What follows belongs to an exercise in optimizing a design on an open flow for small area, a short achievable clock period and few clock cycles; a production flow would make more cautious choices.
In this exercise RTL edits were held to simulation tests only and were not proved equivalent to the original.
No activity file was given, so power comes from the tool's default toggle rates.

$ cat flow/run.sh
#!/bin/bash
# The standard layout, with two changes to how it is made (the SDC and its
# 10 ns clock are unchanged): port buffers use the small buf_1 cell instead of
# the default delay buffer, and repair_timing aims for a larger setup margin.
set -euo pipefail
bash standard.sh 'BUFFER_PORTS_ARGS=-buffer_cell sky130_fd_sc_hd__buf_1' SETUP_SLACK_MARGIN=7 finish > standard_make.log 2>&1
$ cat constraint.sdc
create_clock -name core_clock -period 10.0 [get_ports {clk}]
set_input_delay 2.0000 -clock core_clock [delete_from_list [all_inputs] [get_ports {clk}]]
set_output_delay 2.0000 -clock core_clock [all_outputs]
set_load 0.01 [all_outputs]
$ cat standard.sh
#!/bin/bash
# synth_recipe.tcl (not shown) runs the flow's synth.tcl, then flattens the netlist and writes it again
# the make line also repeats each setting of config.mk as NAME=value (left out here)
make -C /OpenROAD-flow-scripts/flow DESIGN_CONFIG=/design/flow/config.mk WORK_HOME=/design/flow/orfs CLKGATE_MAP_FILE= SYNTH_SCRIPT=/design/flow/synth_recipe.tcl "${@:-finish}"
$ cat config.mk
export PLATFORM = sky130hd
export DESIGN_NAME = matmul
export DESIGN_NICKNAME = matmul
export VERILOG_FILES = /design/flow/design.v
export SDC_FILE = /design/flow/constraint.sdc
export NUM_CORES = 4
export LEC_CHECK = 0
export ABC_CLOCK_PERIOD_IN_PS = 3000
export CAP_MARGIN = 20
export CORE_MARGIN = 2
export CORE_UTILIZATION = 40
export CTS_CLUSTER_DIAMETER = 60
export CTS_CLUSTER_SIZE = 25
export PLACE_DENSITY = 0.6
export SLEW_MARGIN = 20
$ cat design.v
module matmul
#(
    parameter DIM_BITS = 16,
    parameter MEM_AW = 16,
    parameter MEM_DW = 32,
    parameter PREC = 16)
(
    input [MEM_AW-1:0] aBASE,
    input [DIM_BITS-1:0] aCOLS,
    input [DIM_BITS-1:0] aROWS,
    input [DIM_BITS-1:0] aSTRIDE,
    input [MEM_AW-1:0] bBASE,
    input [DIM_BITS-1:0] bCOLS,
    input [DIM_BITS-1:0] bSTRIDE,
    input [MEM_AW-1:0] cBASE,
    input [DIM_BITS-1:0] cSTRIDE,
    input clk,
    input go,
    input [MEM_DW-1:0] mem_rdata,
    input rst_n,
    output reg [MEM_AW-1:0] mem_addr,
    output reg mem_req,
    output [MEM_DW-1:0] mem_wdata,
    output reg mem_write,
    output reg ret
);
localparam S_IDLE = 2'd0;
localparam S_RD   = 2'd1;
localparam S_GAP  = 2'd2;
localparam S_WR   = 2'd3;
localparam K_A0 = 2'd0;
localparam K_B0 = 2'd1;
localparam K_B1 = 2'd2;
localparam K_A1 = 2'd3;
reg [1:0] st;
reg [1:0] ph;           
reg       gcnt;         
reg       kfirst;       
reg       wpend;        
reg       zero;         
reg       shortk;       
reg       w_r1, w_c1;   
reg       w_nrow;       
reg       w_done;       
reg [15:0] krem, jrem, irem;
reg [15:0] a_row, a_ptr, b_col, b_ptr, c_row, c_ptr;
reg [15:0] a_s, b_s, c_s;   
reg        klast, jlast, ilast, r1, c1;   
reg        bend;         
reg       q_v, d1_v, d2_v;
reg       q_f, d1_f, d2_f;
reg [1:0] q_k, d1_k, d2_k;
wire arr_a0 = d2_v & (d2_k == K_A0);
wire arr_b0 = d2_v & (d2_k == K_B0);
wire arr_b1 = d2_v & (d2_k == K_B1);
wire arr_a1 = d2_v & (d2_k == K_A1);
reg [15:0] rd1;           
reg [15:0] hb0;
reg [15:0] xr;
reg [8:0] y_one, y_two, y_neg;    
wire [15:0] ysrc = zero ? 16'd0 :
                   (arr_b0 | arr_b1) ? mem_rdata[15:0] :
                   arr_a1 ? rd1 :
                   pend ? hb0 : 16'd0;
wire [8:0] ysrc_one, ysrc_two, ysrc_neg;
matmul_booth_enc u_enc (.y(ysrc), .one(ysrc_one), .two(ysrc_two), .neg(ysrc_neg));
reg m_v, m_f, pend;
reg [31:0] ps, pc;       
wire [31:0] ms, mc;
matmul_csmul u_mul (.x(xr), .yone(y_one), .ytwo(y_two), .yneg(y_neg), .s(ms), .c(mc));
wire [31:0] acc_s = acc0 ^ ps ^ pc;
wire [31:0] acc_c = ((acc0 & ps) | (acc0 & pc) | (ps & pc));
reg [31:0] acc0, acc1, acc2, acc3;
assign mem_wdata = acc3;
wire [15:0] a_step2 = {a_s[14:0], 1'b0};
wire [15:0] c_step2 = {c_s[14:0], 1'b0};
reg [1:0]  st_n;
reg [1:0]  ph_n, q_k_n;
reg        mem_req_n, ret_n, q_v_n, q_f_n, mem_write_n;
reg        gcnt_n, kfirst_n, wpend_n, zero_n, shortk_n;
reg        w_r1_n, w_c1_n, w_nrow_n, w_done_n;
reg [15:0] mem_addr_n, krem_n, jrem_n, irem_n;
reg [15:0] abase, aoff;
reg        acin, ajunk;
reg [15:0] a_row_n, a_ptr_n, b_col_n, b_ptr_n, c_row_n, c_ptr_n;
always @* begin
    st_n = st;
    ph_n = ph;
    gcnt_n = gcnt;
    kfirst_n = kfirst;
    wpend_n = wpend;
    zero_n = zero;
    shortk_n = shortk;
    w_r1_n = w_r1;
    w_c1_n = w_c1;
    w_nrow_n = w_nrow;
    w_done_n = w_done;
    krem_n = krem;
    jrem_n = jrem;
    irem_n = irem;
    a_row_n = a_row;
    a_ptr_n = a_ptr;
    b_col_n = b_col;
    b_ptr_n = b_ptr;
    c_row_n = c_row;
    c_ptr_n = c_ptr;
    abase = a_ptr;
    aoff = 16'd0;
    acin = 1'b0;
    mem_write_n = 1'b1;
    mem_req_n = 1'b0;
    ret_n = 1'b0;
    q_v_n = 1'b0;
    q_f_n = kfirst;
    q_k_n = ph;
    case (st)
        S_IDLE: begin
            zero_n = (aCOLS == 16'd0);
            shortk_n = (aCOLS[15:1] == 15'd0);
            krem_n = aCOLS;
            jrem_n = bCOLS;
            irem_n = aROWS;
            a_row_n = aBASE;
            a_ptr_n = aBASE;
            b_col_n = bBASE;
            b_ptr_n = bBASE;
            c_row_n = cBASE;
            c_ptr_n = cBASE;
            kfirst_n = 1'b1;
            wpend_n = 1'b0;
            w_r1_n = 1'b1;
            w_c1_n = 1'b1;
            w_done_n = 1'b1;
            if (go) begin
                if ((aROWS == 16'd0) || (bCOLS == 16'd0)) begin
                    st_n = S_WR;
                    ph_n = 2'd3;
                end
                else begin
                    st_n = S_RD;
                    ph_n = 2'd0;
                end
            end
        end
        S_RD: begin
            mem_req_n = 1'b1;
            mem_write_n = 1'b0;
            q_v_n = 1'b1;
            case (ph)
                2'd0: begin
                    abase = a_ptr;
                    ph_n = 2'd1;
                end
                2'd1: begin
                    abase = b_ptr;
                    ph_n = 2'd2;
                    if (wpend) begin
                        st_n = S_WR;
                        ph_n = 2'd0;
                        wpend_n = 1'b0;
                    end
                end
                2'd2: begin
                    abase = b_ptr;
                    acin = 1'b1;
                    ph_n = 2'd3;
                end
                2'd3: begin
                    abase = a_ptr;
                    aoff = a_s;
                    ph_n = 2'd0;
                    if (!bend) begin
                        krem_n = krem - 16'd1;
                        kfirst_n = 1'b0;
                        a_ptr_n = a_ptr + 16'd1;
                        b_ptr_n = b_ptr + b_s;
                    end
                    else begin
                        kfirst_n = 1'b1;
                        krem_n = aCOLS;
                        w_r1_n = r1;
                        w_c1_n = c1;
                        w_nrow_n = jlast;
                        w_done_n = jlast & ilast;
                        if (!jlast) begin
                            a_ptr_n = a_row;
                            b_col_n = b_col + 16'd2;
                            b_ptr_n = b_col + 16'd2;
                            jrem_n = jrem - 16'd2;
                        end
                        else begin
                            a_row_n = a_row + a_step2;
                            a_ptr_n = a_row + a_step2;
                            b_col_n = bBASE;
                            b_ptr_n = bBASE;
                            jrem_n = bCOLS;
                            irem_n = irem - 16'd2;
                        end
                        if ((jlast & ilast) | shortk) begin
                            st_n = S_GAP;
                            gcnt_n = 1'b0;
                        end
                        else begin
                            wpend_n = 1'b1;
                        end
                    end
                end
            endcase
        end
        S_GAP: begin
            gcnt_n = 1'b1;
            if (gcnt) begin
                st_n = S_WR;
                ph_n = 2'd0;
            end
        end
        S_WR: begin
            mem_write_n = 1'b1;
            case (ph)
                2'd0: begin
                    abase = c_ptr;
                    mem_req_n = 1'b1;
                    ph_n = 2'd1;
                end
                2'd1: begin
                    abase = c_ptr;
                    acin = 1'b1;
                    mem_req_n = ~w_c1;
                    ph_n = 2'd2;
                end
                2'd2: begin
                    abase = c_ptr;
                    aoff = c_s;
                    acin = 1'b1;
                    mem_req_n = ~w_r1 & ~w_c1;
                    ph_n = 2'd3;
                end
                2'd3: begin
                    abase = c_ptr;
                    aoff = c_s;
                    mem_req_n = ~w_r1;
                    if (w_nrow) begin
                        c_row_n = c_row + c_step2;
                        c_ptr_n = c_row + c_step2;
                    end
                    else begin
                        c_ptr_n = c_ptr + 16'd2;
                    end
                    if (w_done) begin
                        st_n = S_IDLE;
                        ret_n = 1'b1;
                    end
                    else begin
                        st_n = S_RD;
                        ph_n = shortk ? 2'd0 : 2'd2;
                    end
                end
            endcase
        end
    endcase
    {mem_addr_n, ajunk} = {abase, 1'b1} + {aoff, acin};
end
always @(posedge clk or negedge rst_n) begin
    if (~rst_n) begin
        st <= S_IDLE;
        mem_req <= 1'b0;
        ret <= 1'b0;
        q_v <= 1'b0;
        d1_v <= 1'b0;
        d2_v <= 1'b0;
        m_v <= 1'b0;
        pend <= 1'b0;
    end
    else begin
        st <= st_n;
        mem_req <= mem_req_n;
        ret <= ret_n;
        q_v <= q_v_n;
        d1_v <= q_v;
        d2_v <= d1_v;
        m_v <= pend | (d2_v && d2_k != K_A0);
        pend <= ~pend & d2_v & (d2_k == K_A1);
    end
end
always @(posedge clk) begin
    if (st == S_IDLE) begin
        a_s <= aSTRIDE;
        b_s <= bSTRIDE;
        c_s <= cSTRIDE;
    end
    klast <= (krem[15:1] == 15'd0);
    bend <= (st == S_RD) && (ph == 2'd2) && klast;
    jlast <= (jrem[15:2] == 14'd0) && (jrem[1:0] != 2'd3);
    ilast <= (irem[15:2] == 14'd0) && (irem[1:0] != 2'd3);
    r1 <= (irem[15:1] == 15'd0);
    c1 <= (jrem[15:1] == 15'd0);
    ph <= ph_n;
    gcnt <= gcnt_n;
    kfirst <= kfirst_n;
    wpend <= wpend_n;
    zero <= zero_n;
    shortk <= shortk_n;
    w_r1 <= w_r1_n;
    w_c1 <= w_c1_n;
    w_nrow <= w_nrow_n;
    w_done <= w_done_n;
    krem <= krem_n;
    jrem <= jrem_n;
    irem <= irem_n;
    a_row <= a_row_n;
    a_ptr <= a_ptr_n;
    b_col <= b_col_n;
    b_ptr <= b_ptr_n;
    c_row <= c_row_n;
    c_ptr <= c_ptr_n;
    mem_addr <= mem_addr_n;
    mem_write <= mem_write_n;
    q_f <= q_f_n;
    q_k <= q_k_n;
    if (!pend)
        m_f <= d2_f;
end
always @(posedge clk) begin
    d1_f <= q_f;
    d1_k <= q_k;
    d2_f <= d1_f;
    d2_k <= d1_k;
    rd1 <= mem_rdata[15:0];
    if (arr_b0) hb0 <= mem_rdata[15:0];
    if (arr_b0)
        xr <= rd1;
    else if (arr_a1)
        xr <= mem_rdata[15:0];
    y_one <= ysrc_one;
    y_two <= ysrc_two;
    y_neg <= ysrc_neg;
    ps <= ms;
    pc <= mc;
    acc3 <= acc_s + {acc_c[30:0], 1'b0};
    acc2 <= acc3;
    acc1 <= acc2;
    acc0 <= (m_v & m_f) ? 32'd0 : acc1;
end
endmodule
module matmul_booth_enc (
    input [15:0] y,
    output [8:0] one,
    output [8:0] two,
    output [8:0] neg
);
assign one[0] = y[0] ^ 1'b0;
assign two[0] = (y[1] & ~y[0] & ~1'b0) | (~y[1] & y[0] & 1'b0);
assign neg[0] = y[1];
assign one[1] = y[2] ^ y[1];
assign two[1] = (y[3] & ~y[2] & ~y[1]) | (~y[3] & y[2] & y[1]);
assign neg[1] = y[3];
assign one[2] = y[4] ^ y[3];
assign two[2] = (y[5] & ~y[4] & ~y[3]) | (~y[5] & y[4] & y[3]);
assign neg[2] = y[5];
assign one[3] = y[6] ^ y[5];
assign two[3] = (y[7] & ~y[6] & ~y[5]) | (~y[7] & y[6] & y[5]);
assign neg[3] = y[7];
assign one[4] = y[8] ^ y[7];
assign two[4] = (y[9] & ~y[8] & ~y[7]) | (~y[9] & y[8] & y[7]);
assign neg[4] = y[9];
assign one[5] = y[10] ^ y[9];
assign two[5] = (y[11] & ~y[10] & ~y[9]) | (~y[11] & y[10] & y[9]);
assign neg[5] = y[11];
assign one[6] = y[12] ^ y[11];
assign two[6] = (y[13] & ~y[12] & ~y[11]) | (~y[13] & y[12] & y[11]);
assign neg[6] = y[13];
assign one[7] = y[14] ^ y[13];
assign two[7] = (y[15] & ~y[14] & ~y[13]) | (~y[15] & y[14] & y[13]);
assign neg[7] = y[15];
assign one[8] = 1'b0 ^ y[15];
assign two[8] = (1'b0 & ~1'b0 & ~y[15]) | (~1'b0 & 1'b0 & y[15]);
assign neg[8] = 1'b0;
endmodule
module matmul_csmul (
    input [15:0] x,
    input [8:0] yone,
    input [8:0] ytwo,
    input [8:0] yneg,
    output [31:0] s,
    output [31:0] c
);
wire one0 = yone[0];
wire two0 = ytwo[0];
wire neg0 = yneg[0];
wire pp0_0 = ((one0 & x[0]) | (two0 & 1'b0)) ^ neg0;
wire pp0_1 = ((one0 & x[1]) | (two0 & x[0])) ^ neg0;
wire pp0_2 = ((one0 & x[2]) | (two0 & x[1])) ^ neg0;
wire pp0_3 = ((one0 & x[3]) | (two0 & x[2])) ^ neg0;
wire pp0_4 = ((one0 & x[4]) | (two0 & x[3])) ^ neg0;
wire pp0_5 = ((one0 & x[5]) | (two0 & x[4])) ^ neg0;
wire pp0_6 = ((one0 & x[6]) | (two0 & x[5])) ^ neg0;
wire pp0_7 = ((one0 & x[7]) | (two0 & x[6])) ^ neg0;
wire pp0_8 = ((one0 & x[8]) | (two0 & x[7])) ^ neg0;
wire pp0_9 = ((one0 & x[9]) | (two0 & x[8])) ^ neg0;
wire pp0_10 = ((one0 & x[10]) | (two0 & x[9])) ^ neg0;
wire pp0_11 = ((one0 & x[11]) | (two0 & x[10])) ^ neg0;
wire pp0_12 = ((one0 & x[12]) | (two0 & x[11])) ^ neg0;
wire pp0_13 = ((one0 & x[13]) | (two0 & x[12])) ^ neg0;
wire pp0_14 = ((one0 & x[14]) | (two0 & x[13])) ^ neg0;
wire pp0_15 = ((one0 & x[15]) | (two0 & x[14])) ^ neg0;
wire pp0_16 = ((one0 & 1'b0) | (two0 & x[15])) ^ neg0;
wire nn0 = ~neg0;
wire one1 = yone[1];
wire two1 = ytwo[1];
wire neg1 = yneg[1];
wire pp1_0 = ((one1 & x[0]) | (two1 & 1'b0)) ^ neg1;
wire pp1_1 = ((one1 & x[1]) | (two1 & x[0])) ^ neg1;
wire pp1_2 = ((one1 & x[2]) | (two1 & x[1])) ^ neg1;
wire pp1_3 = ((one1 & x[3]) | (two1 & x[2])) ^ neg1;
wire pp1_4 = ((one1 & x[4]) | (two1 & x[3])) ^ neg1;
wire pp1_5 = ((one1 & x[5]) | (two1 & x[4])) ^ neg1;
wire pp1_6 = ((one1 & x[6]) | (two1 & x[5])) ^ neg1;
wire pp1_7 = ((one1 & x[7]) | (two1 & x[6])) ^ neg1;
wire pp1_8 = ((one1 & x[8]) | (two1 & x[7])) ^ neg1;
wire pp1_9 = ((one1 & x[9]) | (two1 & x[8])) ^ neg1;
wire pp1_10 = ((one1 & x[10]) | (two1 & x[9])) ^ neg1;
wire pp1_11 = ((one1 & x[11]) | (two1 & x[10])) ^ neg1;
wire pp1_12 = ((one1 & x[12]) | (two1 & x[11])) ^ neg1;
wire pp1_13 = ((one1 & x[13]) | (two1 & x[12])) ^ neg1;
wire pp1_14 = ((one1 & x[14]) | (two1 & x[13])) ^ neg1;
wire pp1_15 = ((one1 & x[15]) | (two1 & x[14])) ^ neg1;
wire pp1_16 = ((one1 & 1'b0) | (two1 & x[15])) ^ neg1;
wire nn1 = ~neg1;
wire one2 = yone[2];
wire two2 = ytwo[2];
wire neg2 = yneg[2];
wire pp2_0 = ((one2 & x[0]) | (two2 & 1'b0)) ^ neg2;
wire pp2_1 = ((one2 & x[1]) | (two2 & x[0])) ^ neg2;
wire pp2_2 = ((one2 & x[2]) | (two2 & x[1])) ^ neg2;
wire pp2_3 = ((one2 & x[3]) | (two2 & x[2])) ^ neg2;
wire pp2_4 = ((one2 & x[4]) | (two2 & x[3])) ^ neg2;
wire pp2_5 = ((one2 & x[5]) | (two2 & x[4])) ^ neg2;
wire pp2_6 = ((one2 & x[6]) | (two2 & x[5])) ^ neg2;
wire pp2_7 = ((one2 & x[7]) | (two2 & x[6])) ^ neg2;
wire pp2_8 = ((one2 & x[8]) | (two2 & x[7])) ^ neg2;
wire pp2_9 = ((one2 & x[9]) | (two2 & x[8])) ^ neg2;
wire pp2_10 = ((one2 & x[10]) | (two2 & x[9])) ^ neg2;
wire pp2_11 = ((one2 & x[11]) | (two2 & x[10])) ^ neg2;
wire pp2_12 = ((one2 & x[12]) | (two2 & x[11])) ^ neg2;
wire pp2_13 = ((one2 & x[13]) | (two2 & x[12])) ^ neg2;
wire pp2_14 = ((one2 & x[14]) | (two2 & x[13])) ^ neg2;
wire pp2_15 = ((one2 & x[15]) | (two2 & x[14])) ^ neg2;
wire pp2_16 = ((one2 & 1'b0) | (two2 & x[15])) ^ neg2;
wire nn2 = ~neg2;
wire one3 = yone[3];
wire two3 = ytwo[3];
wire neg3 = yneg[3];
wire pp3_0 = ((one3 & x[0]) | (two3 & 1'b0)) ^ neg3;
wire pp3_1 = ((one3 & x[1]) | (two3 & x[0])) ^ neg3;
wire pp3_2 = ((one3 & x[2]) | (two3 & x[1])) ^ neg3;
wire pp3_3 = ((one3 & x[3]) | (two3 & x[2])) ^ neg3;
wire pp3_4 = ((one3 & x[4]) | (two3 & x[3])) ^ neg3;
wire pp3_5 = ((one3 & x[5]) | (two3 & x[4])) ^ neg3;
wire pp3_6 = ((one3 & x[6]) | (two3 & x[5])) ^ neg3;
wire pp3_7 = ((one3 & x[7]) | (two3 & x[6])) ^ neg3;
wire pp3_8 = ((one3 & x[8]) | (two3 & x[7])) ^ neg3;
wire pp3_9 = ((one3 & x[9]) | (two3 & x[8])) ^ neg3;
wire pp3_10 = ((one3 & x[10]) | (two3 & x[9])) ^ neg3;
wire pp3_11 = ((one3 & x[11]) | (two3 & x[10])) ^ neg3;
wire pp3_12 = ((one3 & x[12]) | (two3 & x[11])) ^ neg3;
wire pp3_13 = ((one3 & x[13]) | (two3 & x[12])) ^ neg3;
wire pp3_14 = ((one3 & x[14]) | (two3 & x[13])) ^ neg3;
wire pp3_15 = ((one3 & x[15]) | (two3 & x[14])) ^ neg3;
wire pp3_16 = ((one3 & 1'b0) | (two3 & x[15])) ^ neg3;
wire nn3 = ~neg3;
wire one4 = yone[4];
wire two4 = ytwo[4];
wire neg4 = yneg[4];
wire pp4_0 = ((one4 & x[0]) | (two4 & 1'b0)) ^ neg4;
wire pp4_1 = ((one4 & x[1]) | (two4 & x[0])) ^ neg4;
wire pp4_2 = ((one4 & x[2]) | (two4 & x[1])) ^ neg4;
wire pp4_3 = ((one4 & x[3]) | (two4 & x[2])) ^ neg4;
wire pp4_4 = ((one4 & x[4]) | (two4 & x[3])) ^ neg4;
wire pp4_5 = ((one4 & x[5]) | (two4 & x[4])) ^ neg4;
wire pp4_6 = ((one4 & x[6]) | (two4 & x[5])) ^ neg4;
wire pp4_7 = ((one4 & x[7]) | (two4 & x[6])) ^ neg4;
wire pp4_8 = ((one4 & x[8]) | (two4 & x[7])) ^ neg4;
wire pp4_9 = ((one4 & x[9]) | (two4 & x[8])) ^ neg4;
wire pp4_10 = ((one4 & x[10]) | (two4 & x[9])) ^ neg4;
wire pp4_11 = ((one4 & x[11]) | (two4 & x[10])) ^ neg4;
wire pp4_12 = ((one4 & x[12]) | (two4 & x[11])) ^ neg4;
wire pp4_13 = ((one4 & x[13]) | (two4 & x[12])) ^ neg4;
wire pp4_14 = ((one4 & x[14]) | (two4 & x[13])) ^ neg4;
wire pp4_15 = ((one4 & x[15]) | (two4 & x[14])) ^ neg4;
wire pp4_16 = ((one4 & 1'b0) | (two4 & x[15])) ^ neg4;
wire nn4 = ~neg4;
wire one5 = yone[5];
wire two5 = ytwo[5];
wire neg5 = yneg[5];
wire pp5_0 = ((one5 & x[0]) | (two5 & 1'b0)) ^ neg5;
wire pp5_1 = ((one5 & x[1]) | (two5 & x[0])) ^ neg5;
wire pp5_2 = ((one5 & x[2]) | (two5 & x[1])) ^ neg5;
wire pp5_3 = ((one5 & x[3]) | (two5 & x[2])) ^ neg5;
wire pp5_4 = ((one5 & x[4]) | (two5 & x[3])) ^ neg5;
wire pp5_5 = ((one5 & x[5]) | (two5 & x[4])) ^ neg5;
wire pp5_6 = ((one5 & x[6]) | (two5 & x[5])) ^ neg5;
wire pp5_7 = ((one5 & x[7]) | (two5 & x[6])) ^ neg5;
wire pp5_8 = ((one5 & x[8]) | (two5 & x[7])) ^ neg5;
wire pp5_9 = ((one5 & x[9]) | (two5 & x[8])) ^ neg5;
wire pp5_10 = ((one5 & x[10]) | (two5 & x[9])) ^ neg5;
wire pp5_11 = ((one5 & x[11]) | (two5 & x[10])) ^ neg5;
wire pp5_12 = ((one5 & x[12]) | (two5 & x[11])) ^ neg5;
wire pp5_13 = ((one5 & x[13]) | (two5 & x[12])) ^ neg5;
wire pp5_14 = ((one5 & x[14]) | (two5 & x[13])) ^ neg5;
wire pp5_15 = ((one5 & x[15]) | (two5 & x[14])) ^ neg5;
wire pp5_16 = ((one5 & 1'b0) | (two5 & x[15])) ^ neg5;
wire nn5 = ~neg5;
wire one6 = yone[6];
wire two6 = ytwo[6];
wire neg6 = yneg[6];
wire pp6_0 = ((one6 & x[0]) | (two6 & 1'b0)) ^ neg6;
wire pp6_1 = ((one6 & x[1]) | (two6 & x[0])) ^ neg6;
wire pp6_2 = ((one6 & x[2]) | (two6 & x[1])) ^ neg6;
wire pp6_3 = ((one6 & x[3]) | (two6 & x[2])) ^ neg6;
wire pp6_4 = ((one6 & x[4]) | (two6 & x[3])) ^ neg6;
wire pp6_5 = ((one6 & x[5]) | (two6 & x[4])) ^ neg6;
wire pp6_6 = ((one6 & x[6]) | (two6 & x[5])) ^ neg6;
wire pp6_7 = ((one6 & x[7]) | (two6 & x[6])) ^ neg6;
wire pp6_8 = ((one6 & x[8]) | (two6 & x[7])) ^ neg6;
wire pp6_9 = ((one6 & x[9]) | (two6 & x[8])) ^ neg6;
wire pp6_10 = ((one6 & x[10]) | (two6 & x[9])) ^ neg6;
wire pp6_11 = ((one6 & x[11]) | (two6 & x[10])) ^ neg6;
wire pp6_12 = ((one6 & x[12]) | (two6 & x[11])) ^ neg6;
wire pp6_13 = ((one6 & x[13]) | (two6 & x[12])) ^ neg6;
wire pp6_14 = ((one6 & x[14]) | (two6 & x[13])) ^ neg6;
wire pp6_15 = ((one6 & x[15]) | (two6 & x[14])) ^ neg6;
wire pp6_16 = ((one6 & 1'b0) | (two6 & x[15])) ^ neg6;
wire nn6 = ~neg6;
wire one7 = yone[7];
wire two7 = ytwo[7];
wire neg7 = yneg[7];
wire pp7_0 = ((one7 & x[0]) | (two7 & 1'b0)) ^ neg7;
wire pp7_1 = ((one7 & x[1]) | (two7 & x[0])) ^ neg7;
wire pp7_2 = ((one7 & x[2]) | (two7 & x[1])) ^ neg7;
wire pp7_3 = ((one7 & x[3]) | (two7 & x[2])) ^ neg7;
wire pp7_4 = ((one7 & x[4]) | (two7 & x[3])) ^ neg7;
wire pp7_5 = ((one7 & x[5]) | (two7 & x[4])) ^ neg7;
wire pp7_6 = ((one7 & x[6]) | (two7 & x[5])) ^ neg7;
wire pp7_7 = ((one7 & x[7]) | (two7 & x[6])) ^ neg7;
wire pp7_8 = ((one7 & x[8]) | (two7 & x[7])) ^ neg7;
wire pp7_9 = ((one7 & x[9]) | (two7 & x[8])) ^ neg7;
wire pp7_10 = ((one7 & x[10]) | (two7 & x[9])) ^ neg7;
wire pp7_11 = ((one7 & x[11]) | (two7 & x[10])) ^ neg7;
wire pp7_12 = ((one7 & x[12]) | (two7 & x[11])) ^ neg7;
wire pp7_13 = ((one7 & x[13]) | (two7 & x[12])) ^ neg7;
wire pp7_14 = ((one7 & x[14]) | (two7 & x[13])) ^ neg7;
wire pp7_15 = ((one7 & x[15]) | (two7 & x[14])) ^ neg7;
wire pp7_16 = ((one7 & 1'b0) | (two7 & x[15])) ^ neg7;
wire nn7 = ~neg7;
wire one8 = yone[8];
wire two8 = ytwo[8];
wire neg8 = yneg[8];
wire pp8_0 = ((one8 & x[0]) | (two8 & 1'b0)) ^ neg8;
wire pp8_1 = ((one8 & x[1]) | (two8 & x[0])) ^ neg8;
wire pp8_2 = ((one8 & x[2]) | (two8 & x[1])) ^ neg8;
wire pp8_3 = ((one8 & x[3]) | (two8 & x[2])) ^ neg8;
wire pp8_4 = ((one8 & x[4]) | (two8 & x[3])) ^ neg8;
wire pp8_5 = ((one8 & x[5]) | (two8 & x[4])) ^ neg8;
wire pp8_6 = ((one8 & x[6]) | (two8 & x[5])) ^ neg8;
wire pp8_7 = ((one8 & x[7]) | (two8 & x[6])) ^ neg8;
wire pp8_8 = ((one8 & x[8]) | (two8 & x[7])) ^ neg8;
wire pp8_9 = ((one8 & x[9]) | (two8 & x[8])) ^ neg8;
wire pp8_10 = ((one8 & x[10]) | (two8 & x[9])) ^ neg8;
wire pp8_11 = ((one8 & x[11]) | (two8 & x[10])) ^ neg8;
wire pp8_12 = ((one8 & x[12]) | (two8 & x[11])) ^ neg8;
wire pp8_13 = ((one8 & x[13]) | (two8 & x[12])) ^ neg8;
wire pp8_14 = ((one8 & x[14]) | (two8 & x[13])) ^ neg8;
wire pp8_15 = ((one8 & x[15]) | (two8 & x[14])) ^ neg8;
wire s1 = pp0_10 ^ pp1_8;
wire c2 = pp0_10 & pp1_8;
wire s3 = pp0_11 ^ pp1_9;
wire c4 = pp0_11 & pp1_9;
wire s5 = pp0_12 ^ pp1_10 ^ pp2_8;
wire c6 = (pp0_12 & pp1_10) | (pp0_12 & pp2_8) | (pp1_10 & pp2_8);
wire s7 = pp3_6 ^ pp4_4;
wire c8 = pp3_6 & pp4_4;
wire s9 = pp0_13 ^ pp1_11 ^ pp2_9;
wire c10 = (pp0_13 & pp1_11) | (pp0_13 & pp2_9) | (pp1_11 & pp2_9);
wire s11 = pp3_7 ^ pp4_5;
wire c12 = pp3_7 & pp4_5;
wire s13 = pp0_14 ^ pp1_12 ^ pp2_10;
wire c14 = (pp0_14 & pp1_12) | (pp0_14 & pp2_10) | (pp1_12 & pp2_10);
wire s15 = pp3_8 ^ pp4_6 ^ pp5_4;
wire c16 = (pp3_8 & pp4_6) | (pp3_8 & pp5_4) | (pp4_6 & pp5_4);
wire s17 = pp6_2 ^ pp7_0;
wire c18 = pp6_2 & pp7_0;
wire s19 = pp0_15 ^ pp1_13 ^ pp2_11;
wire c20 = (pp0_15 & pp1_13) | (pp0_15 & pp2_11) | (pp1_13 & pp2_11);
wire s21 = pp3_9 ^ pp4_7 ^ pp5_5;
wire c22 = (pp3_9 & pp4_7) | (pp3_9 & pp5_5) | (pp4_7 & pp5_5);
wire s23 = pp6_3 ^ pp7_1;
wire c24 = pp6_3 & pp7_1;
wire s25 = pp0_16 ^ pp1_14 ^ pp2_12;
wire c26 = (pp0_16 & pp1_14) | (pp0_16 & pp2_12) | (pp1_14 & pp2_12);
wire s27 = pp3_10 ^ pp4_8 ^ pp5_6;
wire c28 = (pp3_10 & pp4_8) | (pp3_10 & pp5_6) | (pp4_8 & pp5_6);
wire s29 = pp6_4 ^ pp7_2 ^ pp8_0;
wire c30 = (pp6_4 & pp7_2) | (pp6_4 & pp8_0) | (pp7_2 & pp8_0);
wire s31 = neg0 ^ pp1_15 ^ pp2_13;
wire c32 = (neg0 & pp1_15) | (neg0 & pp2_13) | (pp1_15 & pp2_13);
wire s33 = pp3_11 ^ pp4_9 ^ pp5_7;
wire c34 = (pp3_11 & pp4_9) | (pp3_11 & pp5_7) | (pp4_9 & pp5_7);
wire s35 = pp6_5 ^ pp7_3 ^ pp8_1;
wire c36 = (pp6_5 & pp7_3) | (pp6_5 & pp8_1) | (pp7_3 & pp8_1);
wire s37 = neg0 ^ pp1_16 ^ pp2_14;
wire c38 = (neg0 & pp1_16) | (neg0 & pp2_14) | (pp1_16 & pp2_14);
wire s39 = pp3_12 ^ pp4_10 ^ pp5_8;
wire c40 = (pp3_12 & pp4_10) | (pp3_12 & pp5_8) | (pp4_10 & pp5_8);
wire s41 = pp6_6 ^ pp7_4 ^ pp8_2;
wire c42 = (pp6_6 & pp7_4) | (pp6_6 & pp8_2) | (pp7_4 & pp8_2);
wire s43 = nn0 ^ nn1 ^ pp2_15;
wire c44 = (nn0 & nn1) | (nn0 & pp2_15) | (nn1 & pp2_15);
wire s45 = pp3_13 ^ pp4_11 ^ pp5_9;
wire c46 = (pp3_13 & pp4_11) | (pp3_13 & pp5_9) | (pp4_11 & pp5_9);
wire s47 = pp6_7 ^ pp7_5 ^ pp8_3;
wire c48 = (pp6_7 & pp7_5) | (pp6_7 & pp8_3) | (pp7_5 & pp8_3);
wire s49 = pp2_16 ^ pp3_14 ^ pp4_12;
wire c50 = (pp2_16 & pp3_14) | (pp2_16 & pp4_12) | (pp3_14 & pp4_12);
wire s51 = pp5_10 ^ pp6_8 ^ pp7_6;
wire c52 = (pp5_10 & pp6_8) | (pp5_10 & pp7_6) | (pp6_8 & pp7_6);
wire s53 = pp8_4 ^ 1'b1;
wire c54 = pp8_4 & 1'b1;
wire s55 = nn2 ^ pp3_15 ^ pp4_13;
wire c56 = (nn2 & pp3_15) | (nn2 & pp4_13) | (pp3_15 & pp4_13);
wire s57 = pp5_11 ^ pp6_9 ^ pp7_7;
wire c58 = (pp5_11 & pp6_9) | (pp5_11 & pp7_7) | (pp6_9 & pp7_7);
wire s59 = pp3_16 ^ pp4_14 ^ pp5_12;
wire c60 = (pp3_16 & pp4_14) | (pp3_16 & pp5_12) | (pp4_14 & pp5_12);
wire s61 = pp6_10 ^ pp7_8;
wire c62 = pp6_10 & pp7_8;
wire s63 = nn3 ^ pp4_15 ^ pp5_13;
wire c64 = (nn3 & pp4_15) | (nn3 & pp5_13) | (pp4_15 & pp5_13);
wire s65 = pp4_16 ^ pp5_14;
wire c66 = pp4_16 & pp5_14;
wire s67 = pp0_6 ^ pp1_4;
wire c68 = pp0_6 & pp1_4;
wire s69 = pp0_7 ^ pp1_5;
wire c70 = pp0_7 & pp1_5;
wire s71 = pp0_8 ^ pp1_6 ^ pp2_4;
wire c72 = (pp0_8 & pp1_6) | (pp0_8 & pp2_4) | (pp1_6 & pp2_4);
wire s73 = pp3_2 ^ pp4_0;
wire c74 = pp3_2 & pp4_0;
wire s75 = pp0_9 ^ pp1_7 ^ pp2_5;
wire c76 = (pp0_9 & pp1_7) | (pp0_9 & pp2_5) | (pp1_7 & pp2_5);
wire s77 = pp3_3 ^ pp4_1;
wire c78 = pp3_3 & pp4_1;
wire s79 = pp2_6 ^ pp3_4 ^ pp4_2;
wire c80 = (pp2_6 & pp3_4) | (pp2_6 & pp4_2) | (pp3_4 & pp4_2);
wire s81 = pp5_0 ^ neg5 ^ s1;
wire c82 = (pp5_0 & neg5) | (pp5_0 & s1) | (neg5 & s1);
wire s83 = pp2_7 ^ pp3_5 ^ pp4_3;
wire c84 = (pp2_7 & pp3_5) | (pp2_7 & pp4_3) | (pp3_5 & pp4_3);
wire s85 = pp5_1 ^ s3 ^ c2;
wire c86 = (pp5_1 & s3) | (pp5_1 & c2) | (s3 & c2);
wire s87 = pp5_2 ^ pp6_0 ^ neg6;
wire c88 = (pp5_2 & pp6_0) | (pp5_2 & neg6) | (pp6_0 & neg6);
wire s89 = s5 ^ s7 ^ c4;
wire c90 = (s5 & s7) | (s5 & c4) | (s7 & c4);
wire s91 = pp5_3 ^ pp6_1 ^ s9;
wire c92 = (pp5_3 & pp6_1) | (pp5_3 & s9) | (pp6_1 & s9);
wire s93 = s11 ^ c6 ^ c8;
wire c94 = (s11 & c6) | (s11 & c8) | (c6 & c8);
wire s95 = neg7 ^ s13 ^ s15;
wire c96 = (neg7 & s13) | (neg7 & s15) | (s13 & s15);
wire s97 = s17 ^ c10 ^ c12;
wire c98 = (s17 & c10) | (s17 & c12) | (c10 & c12);
wire s99 = s19 ^ s21 ^ s23;
wire c100 = (s19 & s21) | (s19 & s23) | (s21 & s23);
wire s101 = c14 ^ c16 ^ c18;
wire c102 = (c14 & c16) | (c14 & c18) | (c16 & c18);
wire s103 = s25 ^ s27 ^ s29;
wire c104 = (s25 & s27) | (s25 & s29) | (s27 & s29);
wire s105 = c20 ^ c22 ^ c24;
wire c106 = (c20 & c22) | (c20 & c24) | (c22 & c24);
wire s107 = s31 ^ s33 ^ s35;
wire c108 = (s31 & s33) | (s31 & s35) | (s33 & s35);
wire s109 = c26 ^ c28 ^ c30;
wire c110 = (c26 & c28) | (c26 & c30) | (c28 & c30);
wire s111 = s37 ^ s39 ^ s41;
wire c112 = (s37 & s39) | (s37 & s41) | (s39 & s41);
wire s113 = c32 ^ c34 ^ c36;
wire c114 = (c32 & c34) | (c32 & c36) | (c34 & c36);
wire s115 = s43 ^ s45 ^ s47;
wire c116 = (s43 & s45) | (s43 & s47) | (s45 & s47);
wire s117 = c38 ^ c40 ^ c42;
wire c118 = (c38 & c40) | (c38 & c42) | (c40 & c42);
wire s119 = s49 ^ s51 ^ s53;
wire c120 = (s49 & s51) | (s49 & s53) | (s51 & s53);
wire s121 = c44 ^ c46 ^ c48;
wire c122 = (c44 & c46) | (c44 & c48) | (c46 & c48);
wire s123 = pp8_5 ^ s55 ^ s57;
wire c124 = (pp8_5 & s55) | (pp8_5 & s57) | (s55 & s57);
wire s125 = c50 ^ c52 ^ c54;
wire c126 = (c50 & c52) | (c50 & c54) | (c52 & c54);
wire s127 = pp8_6 ^ 1'b1 ^ s59;
wire c128 = (pp8_6 & 1'b1) | (pp8_6 & s59) | (1'b1 & s59);
wire s129 = s61 ^ c56 ^ c58;
wire c130 = (s61 & c56) | (s61 & c58) | (c56 & c58);
wire s131 = pp6_11 ^ pp7_9 ^ pp8_7;
wire c132 = (pp6_11 & pp7_9) | (pp6_11 & pp8_7) | (pp7_9 & pp8_7);
wire s133 = s63 ^ c60 ^ c62;
wire c134 = (s63 & c60) | (s63 & c62) | (c60 & c62);
wire s135 = pp6_12 ^ pp7_10 ^ pp8_8;
wire c136 = (pp6_12 & pp7_10) | (pp6_12 & pp8_8) | (pp7_10 & pp8_8);
wire s137 = 1'b1 ^ s65 ^ c64;
wire c138 = (1'b1 & s65) | (1'b1 & c64) | (s65 & c64);
wire s139 = nn4 ^ pp5_15 ^ pp6_13;
wire c140 = (nn4 & pp5_15) | (nn4 & pp6_13) | (pp5_15 & pp6_13);
wire s141 = pp7_11 ^ pp8_9 ^ c66;
wire c142 = (pp7_11 & pp8_9) | (pp7_11 & c66) | (pp8_9 & c66);
wire s143 = pp5_16 ^ pp6_14 ^ pp7_12;
wire c144 = (pp5_16 & pp6_14) | (pp5_16 & pp7_12) | (pp6_14 & pp7_12);
wire s145 = pp8_10 ^ 1'b1;
wire c146 = pp8_10 & 1'b1;
wire s147 = nn5 ^ pp6_15 ^ pp7_13;
wire c148 = (nn5 & pp6_15) | (nn5 & pp7_13) | (pp6_15 & pp7_13);
wire s149 = pp6_16 ^ pp7_14;
wire c150 = pp6_16 & pp7_14;
wire s151 = pp0_4 ^ pp1_2;
wire c152 = pp0_4 & pp1_2;
wire s153 = pp0_5 ^ pp1_3;
wire c154 = pp0_5 & pp1_3;
wire s155 = pp2_2 ^ pp3_0 ^ neg3;
wire c156 = (pp2_2 & pp3_0) | (pp2_2 & neg3) | (pp3_0 & neg3);
wire s157 = pp2_3 ^ pp3_1 ^ s69;
wire c158 = (pp2_3 & pp3_1) | (pp2_3 & s69) | (pp3_1 & s69);
wire s159 = neg4 ^ s71 ^ s73;
wire c160 = (neg4 & s71) | (neg4 & s73) | (s71 & s73);
wire s161 = s75 ^ s77 ^ c72;
wire c162 = (s75 & s77) | (s75 & c72) | (s77 & c72);
wire s163 = s79 ^ s81 ^ c76;
wire c164 = (s79 & s81) | (s79 & c76) | (s81 & c76);
wire s165 = s83 ^ s85 ^ c80;
wire c166 = (s83 & s85) | (s83 & c80) | (s85 & c80);
wire s167 = s87 ^ s89 ^ c84;
wire c168 = (s87 & s89) | (s87 & c84) | (s89 & c84);
wire s169 = s91 ^ s93 ^ c88;
wire c170 = (s91 & s93) | (s91 & c88) | (s93 & c88);
wire s171 = s95 ^ s97 ^ c92;
wire c172 = (s95 & s97) | (s95 & c92) | (s97 & c92);
wire s173 = s99 ^ s101 ^ c96;
wire c174 = (s99 & s101) | (s99 & c96) | (s101 & c96);
wire s175 = s103 ^ s105 ^ c100;
wire c176 = (s103 & s105) | (s103 & c100) | (s105 & c100);
wire s177 = s107 ^ s109 ^ c104;
wire c178 = (s107 & s109) | (s107 & c104) | (s109 & c104);
wire s179 = s111 ^ s113 ^ c108;
wire c180 = (s111 & s113) | (s111 & c108) | (s113 & c108);
wire s181 = s115 ^ s117 ^ c112;
wire c182 = (s115 & s117) | (s115 & c112) | (s117 & c112);
wire s183 = s119 ^ s121 ^ c116;
wire c184 = (s119 & s121) | (s119 & c116) | (s121 & c116);
wire s185 = s123 ^ s125 ^ c120;
wire c186 = (s123 & s125) | (s123 & c120) | (s125 & c120);
wire s187 = s127 ^ s129 ^ c124;
wire c188 = (s127 & s129) | (s127 & c124) | (s129 & c124);
wire s189 = s131 ^ s133 ^ c128;
wire c190 = (s131 & s133) | (s131 & c128) | (s133 & c128);
wire s191 = s135 ^ s137 ^ c132;
wire c192 = (s135 & s137) | (s135 & c132) | (s137 & c132);
wire s193 = s139 ^ s141 ^ c136;
wire c194 = (s139 & s141) | (s139 & c136) | (s141 & c136);
wire s195 = s143 ^ s145 ^ c140;
wire c196 = (s143 & s145) | (s143 & c140) | (s145 & c140);
wire s197 = pp8_11 ^ s147 ^ c144;
wire c198 = (pp8_11 & s147) | (pp8_11 & c144) | (s147 & c144);
wire s199 = pp8_12 ^ 1'b1 ^ s149;
wire c200 = (pp8_12 & 1'b1) | (pp8_12 & s149) | (1'b1 & s149);
wire s201 = nn6 ^ pp7_15 ^ pp8_13;
wire c202 = (nn6 & pp7_15) | (nn6 & pp8_13) | (pp7_15 & pp8_13);
wire s203 = pp7_16 ^ pp8_14;
wire c204 = pp7_16 & pp8_14;
wire s205 = pp0_2 ^ pp1_0;
wire c206 = pp0_2 & pp1_0;
wire s207 = pp0_3 ^ pp1_1;
wire c208 = pp0_3 & pp1_1;
wire s209 = pp2_0 ^ neg2 ^ s151;
wire c210 = (pp2_0 & neg2) | (pp2_0 & s151) | (neg2 & s151);
wire s211 = pp2_1 ^ s153 ^ c152;
wire c212 = (pp2_1 & s153) | (pp2_1 & c152) | (s153 & c152);
wire s213 = s67 ^ s155 ^ c154;
wire c214 = (s67 & s155) | (s67 & c154) | (s155 & c154);
wire s215 = c68 ^ s157 ^ c156;
wire c216 = (c68 & s157) | (c68 & c156) | (s157 & c156);
wire s217 = c70 ^ s159 ^ c158;
wire c218 = (c70 & s159) | (c70 & c158) | (s159 & c158);
wire s219 = c74 ^ s161 ^ c160;
wire c220 = (c74 & s161) | (c74 & c160) | (s161 & c160);
wire s221 = c78 ^ s163 ^ c162;
wire c222 = (c78 & s163) | (c78 & c162) | (s163 & c162);
wire s223 = c82 ^ s165 ^ c164;
wire c224 = (c82 & s165) | (c82 & c164) | (s165 & c164);
wire s225 = c86 ^ s167 ^ c166;
wire c226 = (c86 & s167) | (c86 & c166) | (s167 & c166);
wire s227 = c90 ^ s169 ^ c168;
wire c228 = (c90 & s169) | (c90 & c168) | (s169 & c168);
wire s229 = c94 ^ s171 ^ c170;
wire c230 = (c94 & s171) | (c94 & c170) | (s171 & c170);
wire s231 = c98 ^ s173 ^ c172;
wire c232 = (c98 & s173) | (c98 & c172) | (s173 & c172);
wire s233 = c102 ^ s175 ^ c174;
wire c234 = (c102 & s175) | (c102 & c174) | (s175 & c174);
wire s235 = c106 ^ s177 ^ c176;
wire c236 = (c106 & s177) | (c106 & c176) | (s177 & c176);
wire s237 = c110 ^ s179 ^ c178;
wire c238 = (c110 & s179) | (c110 & c178) | (s179 & c178);
wire s239 = c114 ^ s181 ^ c180;
wire c240 = (c114 & s181) | (c114 & c180) | (s181 & c180);
wire s241 = c118 ^ s183 ^ c182;
wire c242 = (c118 & s183) | (c118 & c182) | (s183 & c182);
wire s243 = c122 ^ s185 ^ c184;
wire c244 = (c122 & s185) | (c122 & c184) | (s185 & c184);
wire s245 = c126 ^ s187 ^ c186;
wire c246 = (c126 & s187) | (c126 & c186) | (s187 & c186);
wire s247 = c130 ^ s189 ^ c188;
wire c248 = (c130 & s189) | (c130 & c188) | (s189 & c188);
wire s249 = c134 ^ s191 ^ c190;
wire c250 = (c134 & s191) | (c134 & c190) | (s191 & c190);
wire s251 = c138 ^ s193 ^ c192;
wire c252 = (c138 & s193) | (c138 & c192) | (s193 & c192);
wire s253 = c142 ^ s195 ^ c194;
wire c254 = (c142 & s195) | (c142 & c194) | (s195 & c194);
wire s255 = c146 ^ s197 ^ c196;
wire c256 = (c146 & s197) | (c146 & c196) | (s197 & c196);
wire s257 = c148 ^ s199 ^ c198;
wire c258 = (c148 & s199) | (c148 & c198) | (s199 & c198);
wire s259 = c150 ^ s201 ^ c200;
wire c260 = (c150 & s201) | (c150 & c200) | (s201 & c200);
wire s261 = 1'b1 ^ s203 ^ c202;
wire c262 = (1'b1 & s203) | (1'b1 & c202) | (s203 & c202);
wire s263 = nn7 ^ pp8_15 ^ c204;
wire c264 = (nn7 & pp8_15) | (nn7 & c204) | (pp8_15 & c204);
assign s[0] = pp0_0;
assign c[0] = neg0;
assign s[1] = pp0_1;
assign c[1] = 1'b0;
assign s[2] = neg1;
assign c[2] = s205;
assign s[3] = s207;
assign c[3] = c206;
assign s[4] = s209;
assign c[4] = c208;
assign s[5] = s211;
assign c[5] = c210;
assign s[6] = s213;
assign c[6] = c212;
assign s[7] = s215;
assign c[7] = c214;
assign s[8] = s217;
assign c[8] = c216;
assign s[9] = s219;
assign c[9] = c218;
assign s[10] = s221;
assign c[10] = c220;
assign s[11] = s223;
assign c[11] = c222;
assign s[12] = s225;
assign c[12] = c224;
assign s[13] = s227;
assign c[13] = c226;
assign s[14] = s229;
assign c[14] = c228;
assign s[15] = s231;
assign c[15] = c230;
assign s[16] = s233;
assign c[16] = c232;
assign s[17] = s235;
assign c[17] = c234;
assign s[18] = s237;
assign c[18] = c236;
assign s[19] = s239;
assign c[19] = c238;
assign s[20] = s241;
assign c[20] = c240;
assign s[21] = s243;
assign c[21] = c242;
assign s[22] = s245;
assign c[22] = c244;
assign s[23] = s247;
assign c[23] = c246;
assign s[24] = s249;
assign c[24] = c248;
assign s[25] = s251;
assign c[25] = c250;
assign s[26] = s253;
assign c[26] = c252;
assign s[27] = s255;
assign c[27] = c254;
assign s[28] = s257;
assign c[28] = c256;
assign s[29] = s259;
assign c[29] = c258;
assign s[30] = s261;
assign c[30] = c260;
assign s[31] = s263;
assign c[31] = c262;
endmodule
==> impl_results.md, run 1 <==
- Met1 usage in global routing: 0.266
- CTS H-tree depth: 2
- Final hold vios: 0
- Register area share after synthesis: 0.440
- # rows: 98
- Worst slew margin: 0.337
- Post-synthesis async set-or-reset flop share: 0.0177
- Warnings from Yosys: 1
- Count of input and output buffers: 213
- Pins Over Slew Limit: 0
- Clk sinks: 508
- Largest cells by area after synthesis: edfxtp_1 25%, dfxtp_1 18%, fa_1 9.7%, xnor2_1 6.6%, ha_1 5.6%
- Max Cap Viol: 0
- Placement Setup Slack: 5.76 ns
- Clk slew on worst S/H paths: 0.08 ns
- Estimated wirelength of the detail-placed design: 55300 µm
- CP Capture Point: ps[21]
- Setup crit end kind: register
- Most common cell after layout, fill and taps aside: nand2_1
- Antenna viol nets, final: 0
- Slew @ Worst Pin: 0.993 ns
- Commonest non-fill, non-tap cells in the layout: 237 x nand2_1, 236 x edfxtp_1, 204 x dfxtp_1
- Status: finished clean
- Global-route wire length before repair: 123000 µm
- Maximum VDD drop: 0.209 mV
- Grt met2 use: 0.354
- Vias/cell: 5.42
- Pwr Density: 214 mW/mm²
- Full die area: 0.0737 mm²
- Yosys reg bits: 508
- Worst Setup SP: xr[13]
- CP peak stage delay: 0.53 ns
- Worst-Skew Late Latency: 0.63 ns
- Core Region: 0.0711 mm²
- Final Cycle Share: 0.324
- P_leak: 0.0134 µW
- All-Layer GR Usage: 0.210
- Routed WL: 79100 µm
- Die X: 271 µm
- DP Area: 0.0304 mm²
- Antenna violations before repair: 15
- Fill count: 6480
- Root Driver: clkbuf_16
- Synth Instances: 2732
- Post-synth EDFFs: 236
- Cell area after synthesis: 0.0286 mm²
- R2R setup slack: 6.76 ns
- Min Clock Period, post-route: 3.24 ns
- Inserted Clock Buffers: 48
- Largest net degree at the start of global routing: 77
- Worst min-delay path class: reg -> reg
- DR iter-0 viols: 1644
- M3 GR Usage: 0.0380
- Setup Viol. Count Final: 0
- Setup TNS: 0 ns
- Layout cells sized above 1: 0.201
- Starting Density: 0.402
- Worst Reg-to-Reg Cells: 11
- Top-level I/O count: 230
- P&R area growth vs syn: 21.6%
- Gr busiest metal: met2
- Post-Place Cells: 3748
- Yosys cell types: 80
- Non-filler cells in the finished layout: 3989
- Hold buffer count at cts: 0
- CP Class: reg -> reg
- R2R Path Start: xr[13]
- Total global routing overflow: 0
- Ys flop type: dfxtp_1
- Yosys top cell by area: edfxtp_1
- Critical path, cell by cell: buf_12, buf_8, a22oi_2, xnor2_2, fa_2, inv_2, fa_1, inv_2, fa_2, inv_2, fa_2
- Syn_area_per_cell: 10.5 µm²
- Setup crit start kind: register
- RR Endpoint: ps[21]
- CP max stage cell: fa_2
- Final core occ: 0.489
- RSZ-0062 raised after global routing: yes
- HP Start: acc2[2]
- Syn_nets: 3178
- Yosys top cell area share: 0.248
- Pre-antenna DRT Iters: 5
- Worst Path Arrival: 3.79 ns
- Setup Skew: 0.0337 ns
- Vias post-DR: 21600
- CTS tree: yes
- CTS Buffer Depth: 3
- Final WS setup: 6.76 ns
- Die Ht: 271 µm
- DRC viols: 0
- Worst EP required: 10.56 ns
- Fin nets: 3441
- Vias in the first global route: 21700
- CP Max Fanout: 6
- Design area: 0.0348 mm²
- Routed WL per cell: 19.8 µm
- Fmax achieved: 309 MHz
- GP Congestion: 0.875
per-layer routing:
layer,up-vias,part of all wire
met4,20,0.035
met3,169,0.064
li1,10200,-
met1,10600,0.41
met5,-,0.0017
met2,673,0.49
cell usage after synthesis (all sizes together) (12+ instances only):
cell      n
o22ai    13
o31ai    12
nor3     41
inv     150
nor2b    22
dfxtp   263
ha      129
o21ai   117
edfxtp  236
a31oi    19
and2     41
o21a     18
o211ai   12
a211oi   22
xor2     83
mux2i    29
a221oi   20
a22o     18
nor2    158
a21oi   135
and3     16
nor4     22
buf      25
a22oi   124
clkbuf  137
fa      138
nand2   243
a21o     51
mux2     22
nand4    23
nand3    65
xnor2   214
cells by family after synthesis:
| kind of cell | after synthesis | share of synthesized area |
|---|---|---|
| DFF | 508 | 0.440 |
| adders and majority gates | 267 | 0.153 |
| buffers and inverters | 316 | 0.0423 |
| xor gates and xnor gates | 297 | 0.0909 |
| AOI/OAI and AO/OA | 619 | 0.145 |
| muxes | 51 | 0.0188 |
| and+or+nand+nor | 674 | 0.110 |
state kept, by name (all words and copies together), names as in the netlist, 31 cells and up:
signal	cells
acc0	32
acc1	32
ps	32
acc3	32
pc	31
acc2	32
cell type report:
class | instances | area, µm² | share of cell area
multi-input combinational | 1908 | 15900 | 0.456
sequential | 508 | 12700 | 0.365
timing repair buffer | 374 | 2690 | 0.0774
clock buffer | 53 | 1260 | 0.0363
tap | 950 | 1190 | 0.0342
inverter | 154 | 611 | 0.0176
clock inverter | 37 | 465 | 0.0134
antenna | 4 | 10.0 | 0.000288
timing repair inverter | 1 | 5.00 | 0.000144
power by group:
group | total [µW] | switching, µW | internal [µW]
clock network | 2000 | 966 | 1030
registers | 2640 | 163 | 2480
logic | 2810 | 1530 | 1280
worst min-delay path by stage:
| stage | depth (start not counted) | slack (ns) | end |
|---|---|---|---|
| after floorplan | 0 | 0.31 | acc1[0] |
| after global placement | 0 | 0.31 | d1_f |
| after detailed placement | 0 | 0.31 | acc1[29] |
| after CTS | 0 | 0.33 | acc1[29] |
| after global routing | 0 | 0.33 | acc1[1] |
| final | 0 | 0.33 | acc1[2] |
repair_timing:
action | CTS | global route
pin swaps | 75 | 76
gates cloned | 2 | 2
resized for setup | 279 | 101
setup endpoints to repair | 314 | 127
setup buffers | 104 | 39
metrics by stage:
step	hold slack [ns]	total power (µW)
floorplan	0.310	4440
global placement	0.312	5020
detailed placement	0.312	5060
CTS	0.330	7340
global route	0.334	7980
finish	0.326	7450
critical path: cells and delay by family, from the launching register on:
family	cells	cell delay [ns]
compound gates	1	0.19
xor+xnor	1	0.10
fa+ha+maj	4	2.04
buf+inv	5	0.42
flops	1	0.42
Testbench counts, summed over its fixed seeds: cycles 52,372.
==> run 2: changes to the inputs <==
--- a/config.mk
+++ b/config.mk
@@ -13,3 +13,4 @@
 export CTS_CLUSTER_SIZE = 25
 export PLACE_DENSITY = 0.6
 export SLEW_MARGIN = 20
+export TNS_END_PERCENT = 0
==> run 2 against run 1 <==
  * Clock-buffer cell count down 1
  * Global-route usage down 0.67 points
  * Largest power group is now registers
  * Fmax down 3.1%
  * First-iteration DRC count up 2.7%
  * Clock power about the same
  * Largest cell class unchanged
  * Total power down 5.6%
  * Worst hold slack worse by 0.0059 ns
  * Cell area down 4.5%
  * Worst setup slack worse by 0.10 ns
  * Still clean on timing, DRC and antenna
  * Critical path type unchanged
  * Critical endpoint is now mem_addr[11]
  * Utilization down 2.2 points
==> impl_results.md, run 2 <==
- Core Region: 0.0711 mm²
- Largest net degree at the start of global routing: 61
- DP Area: 0.0301 mm²
- Maximum VDD drop: 0.214 mV
- Post-synth EDFFs: 236
- RSZ-0062 raised after global routing: yes
- All-Layer GR Usage: 0.203
- Pre-antenna DRT Iters: 6
- Max Cap Viol: 0
- Cell area after synthesis: 0.0286 mm²
- Worst Path Arrival: 3.82 ns
- Status: finished clean
- Yosys top cell by area: edfxtp_1
- Clk slew on worst S/H paths: 0.09 ns
- Antenna violations before repair: 13
- CTS Buffer Depth: 3
- Layout cells sized above 1: 0.108
- Routed WL: 77000 µm
- Die X: 271 µm
- Setup Viol. Count Final: 0
- Setup crit start kind: register
- Design area: 0.0332 mm²
- Yosys top cell area share: 0.248
- DRC viols: 0
- Vias post-DR: 21600
- Setup TNS: 0 ns
- # rows: 98
- Worst min-delay path class: reg -> reg
- Most frequent cell after synthesis: dfxtp_1
- Fmax achieved: 300 MHz
- Root Driver: clkbuf_16
- Global-route wire length before repair: 119000 µm
- Slew @ Worst Pin: 0.984 ns
- Worst-Skew Late Latency: 0.64 ns
- Total global routing overflow: 0
- Worst EP required: 10.49 ns
- Hold buffer count at cts: 0
- Count of input and output buffers: 213
- Fill count: 6677
- Warnings from Yosys: 1
- Die Ht: 271 µm
- CTS H-tree depth: 2
- Post-synthesis async set-or-reset flop share: 0.0177
- CTS tree: yes
- CP Max Fanout: 6
- CP Class: reg -> reg
- Vias in the first global route: 21300
- Full die area: 0.0737 mm²
- Largest cells by area after synthesis: edfxtp_1 25%, dfxtp_1 18%, fa_1 9.7%, xnor2_1 6.6%, ha_1 5.6%
- Yosys cell types: 80
- Commonest non-fill, non-tap cells in the layout: 242 x dfxtp_1, 241 x nand2_1, 236 x edfxtp_1
- Fin nets: 3386
- DR iter-0 viols: 1688
- Pins Over Slew Limit: 0
- Syn_nets: 3178
- Final Cycle Share: 0.334
- Most common cell after layout, fill and taps aside: dfxtp_1
- P_leak: 0.0128 µW
- Synth Instances: 2732
- Top-level I/O count: 230
- Routed WL per cell: 19.6 µm
- Estimated wirelength of the detail-placed design: 55300 µm
- Clk sinks: 508
- Starting Density: 0.402
- Register area share after synthesis: 0.440
- Yosys reg bits: 508
- Final hold vios: 0
- Vias/cell: 5.48
- Setup crit end kind: register
- Syn_area_per_cell: 10.5 µm²
- Post-synth top cells: 263 x dfxtp_1, 243 x nand2_1, 236 x edfxtp_1, 214 x xnor2_1, 157 x nor2_1
- Antenna viol nets, final: 0
- P&R area growth vs syn: 16.1%
- Pwr Density: 212 mW/mm²
- Worst slew margin: 0.343
- GP Congestion: 0.901
- Min Clock Period, post-route: 3.34 ns
- Setup Skew: 0.0439 ns
- Inserted Clock Buffers: 48
- Ys flop type: dfxtp_1
-- run 2: kinds of logic (layout without fill, tap and decap cells) --
group | after synthesis | in the layout | share of synthesized area
buffers and inverters | 316 | 563 | 0.0423
other | 0 | 6 | 0
multiplexers | 51 | 51 | 0.0188
AND/OR/NAND/NOR | 674 | 674 | 0.110
AO/OA/AOI/OAI | 619 | 619 | 0.145
flip-flops | 508 | 508 | 0.440
XOR/XNOR | 297 | 297 | 0.0909
adder cells (fa/ha/maj) | 267 | 267 | 0.153
-- run 2: path summary, 6_finish.rpt --
kind | start | end | slack [ns] | cells after the start
max | ph[1] | mem_addr[11] | 6.66 | 13
min | acc2[2] | acc1[2] | 0.32 | 0
max reg2reg | ph[1] | mem_addr[11] | 6.66 | 13
min reg2reg | acc2[2] | acc1[2] | 0.32 | 0
max in group asynchronous | rst_n | pend | 8.29 | 1
min in group asynchronous | rst_n | st[1] | 1.32 | 1
-- run 2: report_power, final --
group	switching (µW)	internal, µW	leakage [µW]
sequential	147	2470	0.00448
combinational	1380	1010	0.00744
clock	1020	1010	0.000873
-- run 2: stage by stage --
stage	worst slack, ns	hold WS (ns)	utilization	total power (µW)	instances
6_report	6.66	0.320	0.467	7030	3935
5_1_grt	6.57	0.328	0.467	7550	3933
4_1_cts	6.56	0.328	0.457	7100	3887
3_5_place_dp	5.49	0.312	0.424	5030	3748
3_3_place_gp	5.64	0.312	0.424	4990	3748
2_1_floorplan	6.47	0.310	-	4400	2732
-- run 2: worst max-delay path, stage by stage, from the launching register on --
cell and delay (ns):
edfxtp_1 0.50, buf_6 0.15, clkinvlp_4 0.10, ha_4 0.34
mux2i_2 0.25, a21oi_2 0.09, ha_1 0.36, a21oi_2 0.21
o21ai_2 0.10, a211oi_2 0.36, nor2_2 0.11, o41ai_4 0.33
o21ai_1 0.13, xor2_1 0.15
-- run 2: cell type report --
cell class | instances | area [µm²] | share of cell area
diodes | 6 | 15.0 | 0.000452
clock buffers | 52 | 1250 | 0.0375
clock inverters | 37 | 539 | 0.0162
inverters | 154 | 606 | 0.0182
multi-input cells | 1908 | 15100 | 0.455
flip-flops and latches | 508 | 12600 | 0.380
well taps | 950 | 1190 | 0.0358
repair buffers | 320 | 1880 | 0.0566
-- run 2: layer usage --
metal  share of wire  GRT usage
met1            0.41      0.258
met2            0.49      0.347
met3           0.069     0.0337
met4           0.033     0.0745
met5          0.0011          0
-- run 2: what timing repair did --
item	CTS	global route
buffers inserted	50	38
cloned	0	3
gates resized for setup	42	67
pin swaps	6	46
endpoints found under the setup margin	291	201
==> run 3: changes to the inputs <==
--- a/config.mk
+++ b/config.mk
@@ -9,8 +9,5 @@
 export CAP_MARGIN = 20
 export CORE_MARGIN = 2
 export CORE_UTILIZATION = 40
-export CTS_CLUSTER_DIAMETER = 60
-export CTS_CLUSTER_SIZE = 25
 export PLACE_DENSITY = 0.6
 export SLEW_MARGIN = 20
-export TNS_END_PERCENT = 0
==> run 3 against run 2 <==
  * Synthesized cell count did not move
  * Critical path type unchanged
  * Register-to-register slack better by 0.10 ns
  * Largest cell class unchanged
  * Final cell count up 1.8%
  * Cell area is 5.8% higher
  * First-iteration DRC count decreased by 7.9%
  * Global-route usage up 0.79 points
  * Sequential share of layout area down 1.9 points
  * Fmax increased by 3.2%
==> impl_results.md, run 3 <==
- Pre-antenna DRT Iters: 5
- GP Congestion: 0.875
- Max Cap Viol: 0
- Comb power frac: 0.358
- CTS H-tree depth: 2
- Syn_nets: 3178
- Fin nets: 3446
- P&R area growth vs syn: 22.8%
- Commonest non-fill, non-tap cells in the layout: 237 x nand2_1, 236 x edfxtp_1, 204 x dfxtp_1
- Switching share of total power: 0.334
- Root Driver: clkbuf_16
- Yosys top cell area share: 0.248
- # rows: 98
- Antenna viol nets, final: 0
- Non-filler cells in the finished layout: 4005
- Count of input and output buffers: 213
- Final hold vios: 0
- Cell area after synthesis: 0.0286 mm²
- Syn_area_per_cell: 10.5 µm²
- Die X: 271 µm
- Yosys reg bits: 508
- Largest net degree at the start of global routing: 77
- Worst EP required: 10.58 ns
- Starting Density: 0.402
- Inserted Clock Buffers: 58
- Mux share of post-synthesis cell area: 0.0188
- Largest family of logic cells by synthesized area: adder cells
- Min Clock Period, post-route: 3.23 ns
- Maximum VDD drop: 0.211 mV
- Post-Place Cells: 3748
- Total global routing overflow: 0
- RSZ-0062 raised after global routing: yes
- CTS Buffer Depth: 3
- Pins Over Slew Limit: 0
- Design area: 0.0351 mm²
- Compound-gate portion of the synthesized area: 0.145
- Setup TNS: 0 ns
- Minimum hold slack: 0.317 ns
- Global-route wire length before repair: 123000 µm
- Most common cell after layout, fill and taps aside: nand2_1
- Sw Pwr: 2600 µW
- Top Family by Delay on Critical Path: adder cells
- Post-synth EDFFs: 236
- Vias in the first global route: 21800
- Pwr Density: 221 mW/mm²
- Worst Path Buf+Inv: 5
- Full die area: 0.0737 mm²
- Layout cells sized above 1: 0.205
- Register area share after synthesis: 0.440
- Yosys top cell by area: edfxtp_1
- CP Class: reg -> reg
- Status: finished clean
- Sequential Power Share: 0.340
- Routed WL per cell: 19.8 µm
- DRC viols: 0
- Antenna violations before repair: 14
- Ys flop type: dfxtp_1
- Slew @ Worst Pin: 0.991 ns
- Setup crit start kind: register
- Most frequent cell after synthesis: dfxtp_1
- Vias/cell: 5.43
- Largest cells by area after synthesis: edfxtp_1 25%, dfxtp_1 18%, fa_1 9.7%, xnor2_1 6.6%, ha_1 5.6%
- Internal: 5180 µW
- CP peak stage delay: 0.53 ns
- Adder-cell area share of the yosys netlist: 0.153
- All-Layer GR Usage: 0.211
- Final Cycle Share: 0.323
- Worst min-delay path class: reg -> reg
- DP Area: 0.0304 mm²
- Routed WL: 79300 µm
- Warnings from Yosys: 1
- Worst-Skew Late Latency: 0.66 ns
- Post-synth top cells: 263 x dfxtp_1, 243 x nand2_1, 236 x edfxtp_1, 214 x xnor2_1, 157 x nor2_1
- Clock share of power: 0.302
- Post-Synth XOR/XNOR Area: 0.0909
- DR iter-0 viols: 1554
- Setup Viol. Count Final: 0
- Worst slew margin: 0.338
- Clk sinks: 508
- Clk slew on worst S/H paths: 0.06 ns
- Hold buffer count at cts: 0
- Critical path, cell by cell: buf_12, buf_8, a22oi_2, xnor2_2, fa_2, inv_2, fa_1, inv_2, fa_2, inv_2, fa_2
- Core Region: 0.0711 mm²
- CP Max Fanout: 6
- Final core occ: 0.494
- Top-level I/O count: 230
- Yosys cell types: 80
- Post-synthesis async set-or-reset flop share: 0.0177
- Setup Skew: 0.0489 ns
- Setup crit end kind: register
- Fill count: 6469
- Simple-gate share of the synthesized area: 0.110
- Worst Path Arrival: 3.81 ns
- P_leak: 0.0135 µW
- Die Ht: 271 µm
- CP max stage cell: fa_2
- Estimated wirelength of the detail-placed design: 55300 µm
- CTS tree: yes
- Fmax achieved: 309 MHz
- Synth Instances: 2732
- Vias post-DR: 21700
run 3: worst reg2reg max path, delay by kind of cell, from the launching register on:
kind | cells | cell delay, ns
AO/OA/AOI/OAI | 1 | 0.19
XOR/XNOR | 1 | 0.10
buffers and inverters | 5 | 0.42
flip-flops | 1 | 0.41
adder cells (fa/ha/maj) | 4 | 2.04
run 3: timing repair:
item	CTS	global route
gates cloned	2	2
setup buffers	98	40
pin swaps	73	61
resized for setup	267	111
endpoints found under the setup margin	313	109
run 3: per-stage QoR:
stage	worst slack [ns]	power, µW
3_3_place_gp	5.85	5020
2_1_floorplan	6.81	4440
6_report	6.77	7770
4_1_cts	6.75	7690
3_5_place_dp	5.76	5060
5_1_grt	6.69	8310
run 3: layer usage:
layer | GRT usage | part of all wire | vias up
li1 | - | - | 10200
met1 | 0.264 | 0.41 | 10700
met2 | 0.357 | 0.49 | 672
met3 | 0.0418 | 0.064 | 189
met4 | 0.0844 | 0.036 | 18
met5 | 0 | 0.0015 | -
run 3: logic make-up (layout without fill, tap and decap cells):
logic type | Yosys count | after routing
AOI/OAI and AO/OA | 619 | 619
xor gates and xnor gates | 297 | 297
adders and majority gates | 267 | 267
buffers and inverters | 316 | 634
DFF | 508 | 508
muxes | 51 | 51
other | 0 | 5
and+or+nand+nor | 674 | 674
run 3: power groups by stage:
stage                     combinational (µW)  sequential [µW]  clock [µW]
final                                   2780             2640        2350
after global routing                    3150             2680        2490
after CTS                               2640             2650        2400
after detailed placement                2370             2690           0
after global placement                  2340             2680           0
after floorplan                         1810             2630           0
run 3: layout make-up:
cell class | count | area, µm² | area share
repair inverters | 1 | 5.00 | 0.000142
repair buffers | 369 | 2650 | 0.0754
well taps | 950 | 1190 | 0.0338
inverters | 154 | 609 | 0.0173
clock inverters | 30 | 413 | 0.0117
diodes | 5 | 12.5 | 0.000356
clock buffers | 80 | 1720 | 0.0491
flip-flops and latches | 508 | 12700 | 0.361
multi-input cells | 1908 | 15900 | 0.451
run 3: final timing paths:
path / slack [ns] / endpoint / cells past startpoint / from
setup / recovery: 6.77 / ps[21] / 11 / xr[13]
hold reg to reg: 0.32 / acc1[27] / 0 / acc2[27]
max in group asynchronous: 8.26 / st[0] / 1 / rst_n
hold / removal: 0.32 / acc1[27] / 0 / acc2[27]
min in group asynchronous: 1.32 / st[1] / 1 / rst_n
setup reg to reg: 6.77 / ps[21] / 11 / xr[13]

==> re-timing with driven ports <==
How much do the figures lean on ideal ports? The routed layouts below were timed once more, with nothing changed but the port constraints.
Step 1, drivers: a clkbuf_16 drives clk and a buf_2 each remaining input, both assumed.
Step 2 moves the port delays by t, midway between the first and last clock arrival at a register: inputs arrive t later, outputs are due t later. That takes back most of the time a late clock gives input paths.
Slacks: no drivers / after step 1 / after step 2; pairs: no drivers / after step 1.
run	t (ns)	slack for setup (ns)	worst hold slack (ns)	latest minus earliest clock arrival (ns)
run 1	0.676	6.764 / 6.751 / 6.451	0.326 / 0.326 / 0.326	0.034 / 0.034
run 2	0.679	6.661 / 6.661 / 6.452	0.320 / 0.320 / 0.320	0.047 / 0.047
run 3	0.692	6.766 / 6.724 / 6.505	0.317 / 0.317 / 0.317	0.049 / 0.049
After both steps every run listed still meets setup and hold. For run 1, which loses most, drivers alone change the setup slack by -0.013 ns; drivers and shift together by -0.313 ns.
